Context: an optimization exercise on an open-source flow, tuned for small area. The choices shown serve that exercise and are no tape-out recipe. At most, simulation tests tie the RTL to the original design; equivalence was not proved.

Setup of the reference run:
==> flow/design.v (excerpt) <==
module filt_fir (
  input  wire        i_rst_an,
  input  wire        i_ena,
  input  wire        i_clk,
  input  wire [7:0]  i_data,
  output wire [20:0] o_data
);
  reg  [7:0] s1;
  reg  [7:0] s2;
  reg  [7:0] s3;
  reg  [7:0] s4;
  reg  [7:0] s5;
  reg  [7:0] s6;
  reg  [7:0] s7;
  reg  [7:0] s8;
  reg  [7:0] s9;
  reg  [7:0] s10;
  reg  [7:0] s11;
  reg  [7:0] s12;
  reg  [7:0] s13;
  reg  [7:0] s14;
  reg  [7:0] s15;
  reg  [7:0] s16;
  wire       ena_n = ~i_ena;
  wire [7:0] d1;
  fir_hold u_h1 [7:0] (.e(i_ena), .en(ena_n), .d(i_data), .q(s1), .y(d1));
  wire [7:0] d2;
  fir_hold u_h2 [7:0] (.e(i_ena), .en(ena_n), .d(s1), .q(s2), .y(d2));
  wire [7:0] d3;
  fir_hold u_h3 [7:0] (.e(i_ena), .en(ena_n), .d(s2), .q(s3), .y(d3));
  wire [7:0] d4;
  fir_hold u_h4 [7:0] (.e(i_ena), .en(ena_n), .d(s3), .q(s4), .y(d4));
  wire [7:0] d5;
  fir_hold u_h5 [7:0] (.e(i_ena), .en(ena_n), .d(s4), .q(s5), .y(d5));
  wire [7:0] d6;
  fir_hold u_h6 [7:0] (.e(i_ena), .en(ena_n), .d(s5), .q(s6), .y(d6));
  wire [7:0] d7;
  fir_hold u_h7 [7:0] (.e(i_ena), .en(ena_n), .d(s6), .q(s7), .y(d7));
  ...
export LEC_CHECK = 0
export CAP_MARGIN = 20
export CORE_MARGIN = 2
export CORE_UTILIZATION = 40
export CTS_BUF_LIST = sky130_fd_sc_hd__clkbuf_2 sky130_fd_sc_hd__clkbuf_4 sky130_fd_sc_hd__clkbuf_8
export CTS_CLUSTER_SIZE = 40
export SLEW_MARGIN = 20
export SYNTH_HIERARCHICAL = 1
export SYNTH_MINIMUM_KEEP_SIZE = 0
create_clock -name core_clock -period 20.0 [get_ports {i_clk}]
run.sh (not shown) runs the stock make flow with config.mk's settings and CLKGATE_MAP_FILE= SYNTH_SCRIPT=/design/flow/synth_recipe.tcl, a recipe that flattens the netlist after the stock synthesis.
The reference run: PASS, flow complete, no timing, DRC or antenna violations
Input changes introduced in the trial run (baseline for comparison: the reference run):
# the reference run
export LEC_CHECK = 0
export CAP_MARGIN = 20
export CORE_MARGIN = 2
export CORE_UTILIZATION = 40
export CTS_BUF_LIST = sky130_fd_sc_hd__clkbuf_2 sky130_fd_sc_hd__clkbuf_4 sky130_fd_sc_hd__clkbuf_8
export CTS_CLUSTER_SIZE = 40
export SLEW_MARGIN = 20
export SYNTH_HIERARCHICAL = 1
export SYNTH_MINIMUM_KEEP_SIZE = 0
create_clock -name core_clock -period 20.0 [get_ports {i_clk}]
# the trial run
export LEC_CHECK = 0
export CAP_MARGIN = 20
export CORE_MARGIN = 2
export CORE_UTILIZATION = 70
export CTS_BUF_LIST = sky130_fd_sc_hd__clkbuf_4
export SLEW_MARGIN = 20
export SYNTH_HIERARCHICAL = 1
export SYNTH_MINIMUM_KEEP_SIZE = 0
create_clock -name core_clock -period 20.0 [get_ports {i_clk}]
### Flow results
- Between the reference run and the trial run, the maximum frequency figures differ only marginally.
- Re register-to-register slack: the reference run and the trial run aren't equal, and the lower value belongs to the trial run.
- Against the reference run as the reference, the trial run delivers a higher critical path depth in cells.
- Relative to the reference run, the met1 track demand over resource of the trial run is higher by 21 points.
- [compare] base=the reference run new=the trial run: routed wire length down 630 um, utilization now larger.
- Comparing the trial run with the reference run, the count of antenna-violating nets left after detailed routing came out essentially unchanged.
- Compared with the reference run, via count in the trial run increased by a few percent.
No functional check of the RTL was part of any run of this note.

========
## lane 1
filt_fir, a different RTL version from the one above (not shown whole).
Size: about 550 cells after synthesis, about 130 flip-flops, ~32 I/O pins, about 8800 um^2 of cells after synthesis.
## filt_fir
module filt_fir (
  input  wire        i_rst_an,
  input  wire        i_ena,
  input  wire        i_clk,
  input  wire [7:0]  i_data,
  output wire [20:0] o_data
);
  reg  [7:0] s1;
  reg  [7:0] s2;
  reg  [7:0] s3;
  reg  [7:0] s4;
  reg  [7:0] s5;
  reg  [7:0] s6;
  reg  [7:0] s7;
  reg  [7:0] s8;
  reg  [7:0] s9;
  reg  [7:0] s10;
  reg  [7:0] s11;
  reg  [7:0] s12;
  reg  [7:0] s13;
  reg  [7:0] s14;
  reg  [7:0] s15;
  reg  [7:0] s16;
  wire       ena_n = ~i_ena;
  wire [7:0] d1;
  fir_hold u_h1 [7:0] (.e(i_ena), .en(ena_n), .d(i_data), .q(s1), .y(d1));
  wire [7:0] d2;
  fir_hold u_h2 [7:0] (.e(i_ena), .en(ena_n), .d(s1), .q(s2), .y(d2));
  wire [7:0] d3;
  fir_hold u_h3 [7:0] (.e(i_ena), .en(ena_n), .d(s2), .q(s3), .y(d3));
  wire [7:0] d4;
  fir_hold u_h4 [7:0] (.e(i_ena), .en(ena_n), .d(s3), .q(s4), .y(d4));
  wire [7:0] d5;
  fir_hold u_h5 [7:0] (.e(i_ena), .en(ena_n), .d(s4), .q(s5), .y(d5));
  wire [7:0] d6;
  fir_hold u_h6 [7:0] (.e(i_ena), .en(ena_n), .d(s5), .q(s6), .y(d6));
  wire [7:0] d7;
  fir_hold u_h7 [7:0] (.e(i_ena), .en(ena_n), .d(s6), .q(s7), .y(d7));
  wire [7:0] d8;
  fir_hold u_h8 [7:0] (.e(i_ena), .en(ena_n), .d(s7), .q(s8), .y(d8));
  wire [7:0] d9;
  fir_hold u_h9 [7:0] (.e(i_ena), .en(ena_n), .d(s8), .q(s9), .y(d9));
  wire [7:0] d10;
  fir_hold u_h10 [7:0] (.e(i_ena), .en(ena_n), .d(s9), .q(s10), .y(d10));
  wire [7:0] d11;
  fir_hold u_h11 [7:0] (.e(i_ena), .en(ena_n), .d(s10), .q(s11), .y(d11));
  wire [7:0] d12;
  fir_hold u_h12 [7:0] (.e(i_ena), .en(ena_n), .d(s11), .q(s12), .y(d12));
  wire [7:0] d13;
  fir_hold u_h13 [7:0] (.e(i_ena), .en(ena_n), .d(s12), .q(s13), .y(d13));
  wire [7:0] d14;
  fir_hold u_h14 [7:0] (.e(i_ena), .en(ena_n), .d(s13), .q(s14), .y(d14));
  wire [7:0] d15;
  fir_hold u_h15 [7:0] (.e(i_ena), .en(ena_n), .d(s14), .q(s15), .y(d15));
  wire [7:0] d16;
  ...
Settings: LEC_CHECK=0, CAP_MARGIN=20, CORE_MARGIN=2, CORE_UTILIZATION=70, CTS_BUF_LIST=sky130_fd_sc_hd__clkbuf_4, SLEW_MARGIN=20, SYNTH_HIERARCHICAL=1, SYNTH_MINIMUM_KEEP_SIZE=0; clock period 20.0 ns.
standard.sh (not shown) runs the stock make flow with config.mk's settings and CLKGATE_MAP_FILE= SYNTH_SCRIPT=/design/flow/synth_recipe.tcl, a recipe that flattens the netlist after the stock synthesis.
==> flow/flow/run.sh <==
#!/bin/bash
# The standard layout (standard.sh: the standard flow's synthesis and ORFS flow, unchanged),
# with two extra ORFS knobs:
#  - port buffers use the smallest buffer cell instead of the default choice;
#  - clock tree synthesis without dummy load cells.
set -euo pipefail
bash standard.sh \
  "BUFFER_PORTS_ARGS=-buffer_cell sky130_fd_sc_hd__buf_1" \
  "CTS_ARGS=-sink_clustering_enable -repair_clock_nets -dont_use_dummy_load -buf_list sky130_fd_sc_hd__clkbuf_16 -sink_clustering_size 64 -sink_clustering_max_diameter 200" \
  finish > standard.log 2>&1
Lane 1 did not stop at any stage, and its layout met the timing, design-rule and antenna checks.
Setup changes, lane 1 to lane 2
==> flow/run.sh (new file) <==
#!/bin/bash
# synth_recipe.tcl (not shown) runs the flow's synth.tcl, then flattens the netlist and writes it again
# the make line also repeats each setting of config.mk as NAME=value (left out here)
make -C /OpenROAD-flow-scripts/flow DESIGN_CONFIG=/design/flow/config.mk WORK_HOME=/design/flow/orfs CLKGATE_MAP_FILE= SYNTH_SCRIPT=/design/flow/synth_recipe.tcl finish
removed: flow/flow/run.sh
removed: flow/standard.sh
Notes after the runs:
Comparing initial detailed-routing violation count for lane 2 and lane 1, the bigger number came from lane 2.
Number of vias after detailed routing went up by a few percent going from lane 1 to lane 2.
Comparing lane 2 and lane 1, minimum period implied by the final worst setup slack is higher on lane 2.
Lane 2 — post-route clock period utilization 3.6 points higher, lane 1 as reference
Compared with lane 1, lane 2 has less setup slack.
Lane 2 ran to completion and came out clean on the timing, design-rule and antenna checks.

separate check: timing with driven ports:
In the flow no input, the clock included, has a driving cell. The finished layouts below were timed again as built, in two steps. Step 1 assumes that a clkbuf_16 drives the clock port and a buf_2 every other input. Step 2 also shifts input and output timing later by t, the mid clock arrival at the registers, as if the neighbouring blocks saw the same clock. Slacks: ideal / step 1 / step 2; pairs: ideal / step 1.
run | t, ns | setup slack, ns | hold WS [ns] | latest minus earliest clock arrival (ns)
the reference run | 0.480 | 4.245 / 4.213 / 4.213 | 0.544 / 0.544 / 0.544 | 0.013 / 0.012
the trial run | 0.567 | 4.266 / 4.239 / 4.239 | 0.547 / 0.547 / 0.547 | 0.018 / 0.019
lane 1 | 0.454 | 3.718 / 3.694 / 3.694 | 0.498 / 0.498 / 0.498 | 0.017 / 0.017
lane 2 | 0.584 | 2.999 / 2.975 / 2.975 | 0.517 / 0.517 / 0.517 | 0.020 / 0.020
After both steps every run listed still meets setup and hold. The setup slack of the reference run, which loses most, moves by -0.032 ns with the drivers and by -0.032 ns with both steps.
